Context: an optimization exercise on an open-source flow, tuned for small area, a short achievable clock period and few clock cycles. The choices shown serve that exercise and are no tape-out recipe. RTL that was checked went through simulation tests only; none was proved equivalent to the original. Power is estimated from default activity; no workload was simulated.

==> flow/design.v (excerpt) <==
module cpu_pipeline(
    input wire clk,
    input wire rst_n,
    output wire ibus_req,
    output wire [(32-1):0] ibus_addr,
    input wire [(32-1):0] ibus_rdata,
    input wire ibus_ready,
    output wire dbus_req,
    output wire dbus_we,
    output wire [(32-1):0] dbus_addr,
    output wire [(32-1):0] dbus_wdata,
    output wire [1:0] dbus_size,
    input wire [(32-1):0] dbus_rdata,
    input wire dbus_ready
);
    reg ex_valid;
    reg [31:0] ex_rs1;
    reg [31:0] ex_b;     
    reg ex_sub;
    reg [31:0] ex_imm;
    reg [4:0] ex_rd;
    reg [2:0] ex_f3;
    reg ex_f7;           
    reg ex_wr;           
    reg ex_lui, ex_auipc, ex_jal, ex_jalr, ex_br, ex_ld, ex_st, ex_opimm, ex_op;
    reg [7:0] ex_clt, ex_ceq;   
    reg ex_clt7s;
    reg ex_base_pc;      
    reg ex_base_rs;      
    reg [31:2] fetch_q;
    wire [31:2] seq_pc = fetch_q + {29'd0, ex_valid};
    wire [31:0] wb_data;
    wire [31:2] fetch_pc;
    wire ex_mem = ex_ld | ex_st;
    wire replay = ex_valid & ex_mem & ~dbus_ready;
    wire accept = ibus_ready & ~replay;
    assign ibus_addr = {fetch_pc, 2'b00};
    assign ibus_req = ~replay;
    always @(posedge clk or negedge rst_n) begin
        if (!rst_n)
            fetch_q <= 30'd0;
        else if (!replay)
            fetch_q <= fetch_pc;
    end
    wire [31:0] inst = ibus_rdata;
    wire [6:0] opc = inst[6:0];
    wire d_lui   = (opc == 7'b0110111);
    wire d_auipc = (opc == 7'b0010111);
    wire d_jal   = (opc == 7'b1101111);
    wire d_jalr  = (opc == 7'b1100111);
    wire d_br    = (opc == 7'b1100011);
    wire d_ld    = (opc == 7'b0000011);
    wire d_st    = (opc == 7'b0100011);
    wire d_opimm = (opc == 7'b0010011);
    wire d_op    = (opc == 7'b0110011);
    wire d_wr = (d_lui | d_auipc | d_jal | d_jalr | d_ld | d_opimm | d_op) & (inst[11:7] != 5'd0);
    wire d_sub = ((d_op | d_opimm) & (inst[14:13] == 2'b01)) |
                 (d_op & inst[30] & (inst[14:12] == 3'b000));
    wire [31:0] imm_i = {{20{inst[31]}}, inst[31:20]};
    wire [31:0] imm_s = {{20{inst[31]}}, inst[31:25], inst[11:7]};
    wire [31:0] imm_b = {{19{inst[31]}}, inst[31], inst[7], inst[30:25], inst[11:8], 1'b0};
    wire [31:0] imm_j = {{11{inst[31]}}, inst[31], inst[19:12], inst[20], inst[30:21], 1'b0};
    wire [31:0] imm_u = {inst[31:12], 12'd0};
  ...
clock: 8.0 ns
lec_check: 0
cap_margin: 30
core_margin: 2
core_utilization: 40
cts_cluster_diameter: 130
cts_cluster_size: 24
place_density: 0.75
setup_slack_margin: 3.0
slew_margin: 20
synth_hierarchical: 1
synth_minimum_keep_size: 0
standard.sh (not shown) runs the stock make flow with config.mk's settings and CLKGATE_MAP_FILE= SYNTH_SCRIPT=/design/flow/synth_recipe.tcl, a recipe that flattens the netlist after the stock synthesis.
==> flow/flow/run.sh <==
#!/bin/bash
# Layout flow: the standard flow (standard.sh), with every input and
# output port buffered by buf_2 cells instead of the buffer cell that
# buffer_ports picks by default. Its full output goes to standard.log.
set -e
export BUFFER_PORTS_ARGS="-buffer_cell sky130_fd_sc_hd__buf_2"
bash standard.sh > standard.log 2>&1
The first run finished clean.
Testbench counts at the start, summed over its fixed seeds: cycles 77,558.
Then changed:
==> flow/flow/run.sh (replaced) <==
#!/bin/bash
# Layout flow: the standard flow (standard.sh), with every input and
# output port buffered by buf_4 cells instead of the buffer cell that
# buffer_ports picks by default. Its full output goes to standard.log.
set -e
export BUFFER_PORTS_ARGS="-buffer_cell sky130_fd_sc_hd__buf_4"
bash standard.sh > standard.log 2>&1
- CTS_CLUSTER_DIAMETER: 130 -> unset
- CTS_CLUSTER_SIZE: 24 -> unset
- PLACE_DENSITY: 0.75 -> unset
What happened:
- The changed run finished with timing, DRC and antenna clean
- core utilization climbs by 3.0 points
- setup slack got worse by 0.046 ns
- design area grows by a few percent
- area after synthesis stays the same
- first-iteration DRC count shrinks by a few percent

* * *

the previous run:
Another version of the RTL of cpu_pipeline (not shown whole).
Size: ~5200 cells after synthesis, about 170 I/O pins, ~0.054 mm2 of cells after synthesis.
export LEC_CHECK = 0
export CAP_MARGIN = 30
export CORE_MARGIN = 2
export CORE_UTILIZATION = 40
export SETUP_SLACK_MARGIN = 3.6
export SLEW_MARGIN = 20
export SYNTH_HIERARCHICAL = 1
export SYNTH_MINIMUM_KEEP_SIZE = 0
create_clock -name core_clock -period 8.0 [get_ports {clk}]
==> flow/flow/run.sh <==
#!/bin/bash
# Layout flow: the standard flow (standard.sh), with every input and
# output port buffered by buf_4 cells instead of the buffer cell that
# buffer_ports picks by default. Its full output goes to standard.log.
set -e
export BUFFER_PORTS_ARGS="-buffer_cell sky130_fd_sc_hd__buf_4"
bash standard.sh > standard.log 2>&1
Input changes introduced in the current run (baseline for comparison: the previous run):
Settings: swapping 3.6 for 3.0 in SETUP_SLACK_MARGIN.
==> results.txt <==
- Final checks on the current run, whose flow otherwise completed, came back failing, citing max-capacitance violations, max-slew violations.
- The run showing the smaller minimum clock period after layout is the previous run.
- The current run vs. the previous run: amount of wire on met2 after detailed routing moved down; power moved down; pre-CTS worst setup slack moved down; static leakage moved down; final worst slack moved down.
- Going from the previous run to the current run, post-CTS repair timing setup buffer count shrinks by 197.
- The current run gives less first-iteration DRC count than the previous run did.
- Changes observed in the current run relative to the previous run: synthesized area per cell roughly the same, first-pass GRT wire length lower.
No run of this note included a check of the RTL's function; only the layout flow was run.

* * *

red:
RTL: one of the versions met above, not the one the previous note started from.
Size in the first run: ~170 I/O pins, about 55,000 um^2 of cells after synthesis.
// cpu_pipeline
module cpu_pipeline(
    input wire clk,
    input wire rst_n,
    output wire ibus_req,
    output wire [(32-1):0] ibus_addr,
    input wire [(32-1):0] ibus_rdata,
    input wire ibus_ready,
    output wire dbus_req,
    output wire dbus_we,
    output wire [(32-1):0] dbus_addr,
    output wire [(32-1):0] dbus_wdata,
    output wire [1:0] dbus_size,
    input wire [(32-1):0] dbus_rdata,
    input wire dbus_ready
);
==> flow/config.mk <==
export PLATFORM = sky130hd
export DESIGN_NAME = cpu_pipeline
export DESIGN_NICKNAME = cpu_pipeline
export VERILOG_FILES = /design/flow/design.v
export SDC_FILE = /design/flow/constraint.sdc
export NUM_CORES = 8
export LEC_CHECK = 0
export CAP_MARGIN = 30
export CORE_MARGIN = 2
export CORE_UTILIZATION = 40
export CTS_CLUSTER_DIAMETER = 120
export CTS_CLUSTER_SIZE = 22
export SETUP_SLACK_MARGIN = 3.0
export SLEW_MARGIN = 20
export SYNTH_HIERARCHICAL = 1
export SYNTH_MINIMUM_KEEP_SIZE = 0
==> flow/constraint.sdc <==
create_clock -name core_clock -period 8.0 [get_ports {clk}]
set_input_delay 1.6000 -clock core_clock [delete_from_list [all_inputs] [get_ports {clk}]]
set_output_delay 1.6000 -clock core_clock [all_outputs]
set_load 0.01 [all_outputs]
==> flow/flow/run.sh <==
#!/bin/bash
# Layout flow: the standard flow (standard.sh), with every input and
# output port buffered by buf_2 cells instead of the buffer cell that
# buffer_ports picks by default. Its full output goes to standard.log.
set -e
export BUFFER_PORTS_ARGS="-buffer_cell sky130_fd_sc_hd__buf_2"
bash standard.sh > standard.log 2>&1
Per the final summary, red finished and its layout is clean on timing, DRC and antenna.
Testbench counts of red, summed over its fixed seeds: cycles 77,558.
The following lists how blue was set up differently from red:
Settings: removing CTS_CLUSTER_DIAMETER (formerly 120); removing CTS_CLUSTER_SIZE (formerly 22); changing CORE_UTILIZATION from 40 to 50.
--- a/flow/flow/run.sh
+++ b/flow/flow/run.sh
@@ -3 +3 @@
-# output port buffered by buf_2 cells instead of the buffer cell that
+# output port buffered by buf_4 cells instead of the buffer cell that
@@ -6 +6 @@
-export BUFFER_PORTS_ARGS="-buffer_cell sky130_fd_sc_hd__buf_2"
+export BUFFER_PORTS_ARGS="-buffer_cell sky130_fd_sc_hd__buf_4"
Results
- Relative to red, critical path data required time decreased by 2.23 ns in blue.
- red → blue: leftover overflow at the end of global routing now sits at about the same level, die area now smaller, overall power after layout went up by 2.7 mW, final area increased about 5%, transition time at the pin with the least slew margin fell 0.11 ns.
- blue vs. red: growth of design area from synthesis to finish went up 5.8 points, share of the clock period used by the worst path after layout grew by 0.28 points.
- Changes observed in blue relative to red: peak fanout along the critical path decreased by 1 relative to the old numbers, routed wire length went down, global-route total usage across every layer now larger.
Relative to blue, the following input files were edited for green:
Settings: CAP_MARGIN: 30 -> 15; SLEW_MARGIN: 20 -> 10; CORE_UTILIZATION: 50 -> 40; CTS_CLUSTER_DIAMETER: unset -> 130; CTS_CLUSTER_SIZE: unset -> 24.
--- a/flow/flow/run.sh
+++ b/flow/flow/run.sh
@@ -3 +3 @@
-# output port buffered by buf_4 cells instead of the buffer cell that
+# output port buffered by buf_2 cells instead of the buffer cell that
@@ -6 +6 @@
-export BUFFER_PORTS_ARGS="-buffer_cell sky130_fd_sc_hd__buf_4"
+export BUFFER_PORTS_ARGS="-buffer_cell sky130_fd_sc_hd__buf_2"
==> results.txt <==
Relative to blue, the clock skew of green is lower by 0.038 ns.
Compared with blue, combinational power in green decreased by a few percent.
Changes observed in green relative to blue: overall via count from detail_route has decreased, post-CTS setup-driven buffer insertion count rose 17, endpoint arrival time on the critical path went up by 2.30 ns, internal portion of total power lower.
On met1 track utilization from global routing, the lower figure sits with green, not blue.
On green: final-layout clock buffer total is 122 lower than what blue gave.
Worst slew margin relative to its limit, green and blue: larger value in blue
Against blue, green comes in 0.39 points higher on final clock period utilization by the worst path.
On shortest clock period the worst path allows after layout: between green and blue, it ends up higher for green.
For orange, these inputs were changed with respect to green:
Settings: SLEW_MARGIN changed from 10 to 20; CTS_CLUSTER_DIAMETER removed (was 130); CAP_MARGIN changed from 15 to 30; CTS_CLUSTER_SIZE changed from 24 to 30.
Notes after the runs:
orange vs green — sum of internal, switching and leakage power climbed by more than a quarter. Number of clock buffer instances in the layout in orange vs green: up 190%. Routed wire length per instance in orange is 1.8% lower than in green. Looking only at setup slack, and setting everything else aside, the lower value of orange and green goes to green. NOTE buffer count excluding the clock tree in the final layout green->orange increased by a little under 10%. Non-clock buffer area fraction after layout (higher): orange.
Relative to orange, the following input files were edited for purple:
Settings: CTS_CLUSTER_SIZE changed from 30 to 24; CTS_CLUSTER_DIAMETER newly set to 130.
--- outcome ---
Per the final summary, orange finished and its layout is clean on timing, DRC and antenna.
purple went all the way through the flow, and no timing, DRC or antenna check failed.
Final routed wirelength across all metal layers of purple falls short of that of orange slightly.
Comparing purple and orange, the lower global-route usage is on purple.
Going from orange to purple, the largest incremental delay on the critical path was found to have gone up by 0.13 ns.
The initial antenna violation count in orange is 1.09 times that in purple.

[separate check: timing with driven ports]
Ports are ideal in the flow. The routed layouts listed here were re-timed in OpenROAD. Step 1 assumes that a clkbuf_16 drives the clock port and a buf_2 every other input. Step 2 moves the port delays by t, midway between the first and last clock arrival at a register: inputs arrive t later, outputs are due t later. That takes back most of the time a late clock gives input paths. a / b / c = ideal ports / drivers / drivers and shift; a / b = the first two.
| run | t (ns) | slack for setup (ns) | slew at the worst register clock pin (ns) | worst slew at a driven data input, ns |
|---|---|---|---|---|
| the first run of note 1 | 0.792 | 2.974 / 2.917 / 2.179 | 0.11 / 0.11 | 0.14 |
| the second run of note 1 | 0.862 | 2.928 / 2.873 / 2.011 | 0.07 / 0.07 | 0.16 |
| the previous run | 0.886 | 2.945 / 2.900 / 2.014 | 0.07 / 0.07 | 0.21 |
| the current run | 0.853 | 2.588 / 2.650 / 1.797 | 0.07 / 0.07 | 0.07 |
| red | 0.806 | 2.959 / 2.944 / 2.153 | 0.11 / 0.11 | 0.15 |
| blue | 0.806 | 2.936 / 2.857 / 2.277 | 0.09 / 0.09 | 0.11 |
| green | 0.784 | 2.905 / 2.893 / 2.120 | 0.12 / 0.12 | 0.15 |
| orange | 0.853 | 2.959 / 2.866 / 2.179 | 0.07 / 0.07 | 0.15 |
| purple | 0.786 | 3.003 / 2.952 / 2.191 | 0.12 / 0.12 | 0.15 |
The setup slack of the previous run, which loses most, moves by -0.045 ns with the drivers and by -0.931 ns with both steps.
